What follows belongs to an exercise in optimizing a design on an open flow for small area; a production flow would make more cautious choices.
In this exercise RTL edits were held to simulation tests only and were not proved equivalent to the original.
No activity file was given, so power comes from the tool's default toggle rates.

==> flow/design.v (excerpt) <==
module  sdram_pro_top
(
    input   wire            sys_clk         ,
    input   wire            sys_rst_n       ,
    input   wire            wr_fifo_wr_req  ,
    input   wire    [15:0]  wr_fifo_wr_data ,
    input   wire    [22:0]  sdram_wr_b_addr ,
    input   wire    [22:0]  sdram_wr_e_addr ,
    input   wire    [9:0]   wr_burst_len    ,
    output  wire    [9:0]   wr_fifo_num     ,
    input   wire            rd_fifo_rd_req  ,
    input   wire    [22:0]  sdram_rd_b_addr ,
    input   wire    [22:0]  sdram_rd_e_addr ,
    input   wire    [9:0]   rd_burst_len    ,
    output  wire    [15:0]  rd_fifo_rd_data ,
    output  wire    [9:0]   rd_fifo_num     ,
    input   wire            read_valid      ,
    output  wire            init_end        ,
    output  wire            sdram_cke       ,
    output  wire            sdram_cs_n      ,
    output  wire            sdram_ras_n     ,
    output  wire            sdram_cas_n     ,
    output  wire            sdram_we_n      ,
    output  wire    [1:0]   sdram_bank      ,
    output  wire    [11:0]  sdram_addr      ,
    output  wire    [1:0]   sdram_dqm       ,
    input   wire    [15:0]  sdram_dq_in     ,
    output  wire    [15:0]  sdram_dq_out    ,
    output  wire            sdram_dq_oe
);
    localparam A_INIT = 3'd0, A_ARB = 3'd1, A_REF = 3'd2, A_WR = 3'd3, A_RD = 3'd4;
    localparam W_IDLE = 4'd0, W_ACT = 4'd1, W_TRCD = 4'd2, W_BEGIN = 4'd3,
               W_DATA = 4'd4, W_TERM = 4'd5, W_PRE = 4'd6, W_TRP0 = 4'd7,
               W_TRP1 = 4'd8, W_END = 4'd9;
    localparam R_IDLE = 4'd0, R_ACT = 4'd1, R_TRCD = 4'd2, R_RCMD = 4'd3,
               R_CAS0 = 4'd4, R_CAS1 = 4'd5, R_CAS2 = 4'd6, R_DATA = 4'd7,
               R_PLUS = 4'd8, R_TERM = 4'd9, R_PRE = 4'd10, R_TRP0 = 4'd11,
               R_TRP1 = 4'd12, R_END = 4'd13;
    function [23:0] add_23_10;
        input [22:0] a;
        input [9:0]  b;
        integer i;
        reg c;
        begin
            c = 1'b0;
  ...
Size in the first run: ~2100 cells after synthesis, about 29000 µm² of cells after synthesis.
==> flow/config.mk <==
export PLATFORM = sky130hd
export DESIGN_NAME = sdram_pro_top
export DESIGN_NICKNAME = sdram_pro_top
export VERILOG_FILES = /design/flow/design.v
export SDC_FILE = /design/flow/constraint.sdc
export NUM_CORES = 4
export LEC_CHECK = 0
export CAP_MARGIN = 20
export CORE_MARGIN = 2
export CORE_UTILIZATION = 65
export SLEW_MARGIN = 20
==> flow/constraint.sdc <==
create_clock -name core_clock -period 10.0 [get_ports {sys_clk}]
set_input_delay 2.0000 -clock core_clock [delete_from_list [all_inputs] [get_ports {sys_clk}]]
set_output_delay 2.0000 -clock core_clock [all_outputs]
set_load 0.01 [all_outputs]
standard.sh (not shown) runs the stock make flow with config.mk's settings and CLKGATE_MAP_FILE= SYNTH_SCRIPT=/design/flow/synth_recipe.tcl, a recipe that flattens the netlist after the stock synthesis.
==> flow/flow/run.sh <==
#!/bin/bash
# Layout flow: the standard flow (standard.sh, unchanged synthesis), with
# two make variables added:
#  - the port buffers are sky130_fd_sc_hd__buf_1 (the smallest buffer)
#    instead of the cell buffer_ports picks by default;
set -euo pipefail
CTS="-sink_clustering_enable -repair_clock_nets -dont_use_dummy_load"
CTS="$CTS -buf_list sky130_fd_sc_hd__clkbuf_16"
CTS="$CTS -sink_clustering_size ${CTS_SIZE:-24} -sink_clustering_max_diameter ${CTS_DIAM:-100}"
bash standard.sh \
  "BUFFER_PORTS_ARGS=-inputs -outputs -buffer_cell sky130_fd_sc_hd__buf_1" \
  "CTS_ARGS=$CTS" \
  finish > make.log 2>&1
The first run went through all stages and came out clean.
Rerun with:
--- a/flow/design.v
+++ b/flow/design.v
@@ -458,61 +458,45 @@
             if(wf_push & ~wf_pop)
                 wf_cnt <= inc_14({9'd0, wf_cnt});
             else if(wf_pop & ~wf_push)
                 wf_cnt <= dec_5(wf_cnt);
         end
     end
     always @(posedge sys_clk) begin
         if(wf_push)
             wf_mem[wf_wp] <= wr_fifo_wr_data;
     end
     assign wr_fifo_num  = {5'd0, wf_cnt};
     assign sdram_dq_oe  = wr_oe;
-    wire [15:0] wf_sel = 16'd1 << wf_last;
-    reg  [15:0] wf_rd;
-    integer wi;
-    always @(*) begin
-        wf_rd = 16'd0;
-        for(wi = 0; wi < 16; wi = wi + 1)
-            wf_rd = wf_rd | (wf_mem[wi] & {16{wf_sel[wi]}});
-    end
-    assign sdram_dq_out = w_flag_ack ? wf_rd : 16'd999;
+    assign sdram_dq_out = w_flag_ack ? wf_mem[wf_last] : 16'd999;
     reg  [15:0] rf_mem [0:15];
     reg  [3:0]  rf_wp;
     wire [3:0]  rf_rp = add_4(rf_wp, ~rf_cnt[3:0], 1'b1);
     reg  [15:0] rf_q;
-    wire [15:0] rf_sel = 16'd1 << rf_rp;
-    reg  [15:0] rf_rd;
-    integer ri;
-    always @(*) begin
-        rf_rd = 16'd0;
-        for(ri = 0; ri < 16; ri = ri + 1)
-            rf_rd = rf_rd | (rf_mem[ri] & {16{rf_sel[ri]}});
-    end
     wire        rf_push = rd_valid & ~rf_full;
     wire        rf_pop  = rd_fifo_rd_req & ~rf_empty;
     wire [13:0] rf_cnt_inc = inc_14({9'd0, rf_cnt});
     wire [13:0] rf_wp_inc  = inc_14({10'd0, rf_wp});
     wire [4:0]  rf_cnt_nxt = (rf_push & ~rf_pop) ? rf_cnt_inc[4:0] :
                              (rf_pop & ~rf_push) ? dec_5(rf_cnt) : rf_cnt;
     wire [3:0]  rf_wp_nxt  = rf_push ? rf_wp_inc[3:0] : rf_wp;
     always @(posedge sys_clk or negedge sys_rst_n) begin
         if(!sys_rst_n) begin
             rf_cnt <= 5'd0;
             rf_wp  <= 4'd0;
             rf_q   <= 16'd0;
         end
         else begin
             rf_cnt <= rf_cnt_nxt;
             rf_wp  <= rf_wp_nxt;
             if(rf_pop) begin
-                rf_q  <= rf_rd;
+                rf_q  <= rf_mem[rf_rp];
             end
         end
     end
     always @(posedge sys_clk) begin
         if(r_dp & ~rf_cnt_nxt[4])
             rf_mem[rf_wp_nxt] <= sdram_dq_in;
     end
     assign rd_fifo_num     = {5'd0, rf_cnt};
     assign rd_fifo_rd_data = rf_q;
 endmodule
What happened:
- The changed run ran to the end with no violations
- power rose by 8.4%
- routed wire length drops by 11%
- sequential power stays flat
- core utilization drops by 0.92 points
- design area rises by 3.3%
- worst setup slack got worse by 0.025 ns
- clock skew came out higher by 0.012 ns
- critical path depth is unchanged
- final cell count went down by 6.8%
- sequential share of layout area fell by 1.9 points
- flip-flop and latch count is unchanged

## separate check: timing with driven ports
Ports are ideal in the flow. The routed layouts listed here were re-timed in OpenROAD.
Step 1, drivers: a clkbuf_16 drives sys_clk and a buf_2 each remaining input, both assumed.
Step 2 times the ports against the registers' clock, not the clock port: input delays grow and output delays shrink by t, the midpoint of the rising clock arrivals with the driver on.
a / b / c = ideal ports / drivers / drivers and shift; a / b = the first two.
run | t, ns | setup WS [ns] | latest minus earliest clock arrival (ns)
the first run | 0.688 | 0.364 / 0.397 / -0.291 | 0.036 / 0.037
the second run | 0.613 | 0.339 / 0.378 / -0.234 | 0.056 / 0.057
With both steps, setup timing fails in the first run and the second run, where it was met with ideal ports. For the first run, which loses most, drivers alone change the setup slack by +0.033 ns; drivers and shift together by -0.655 ns.
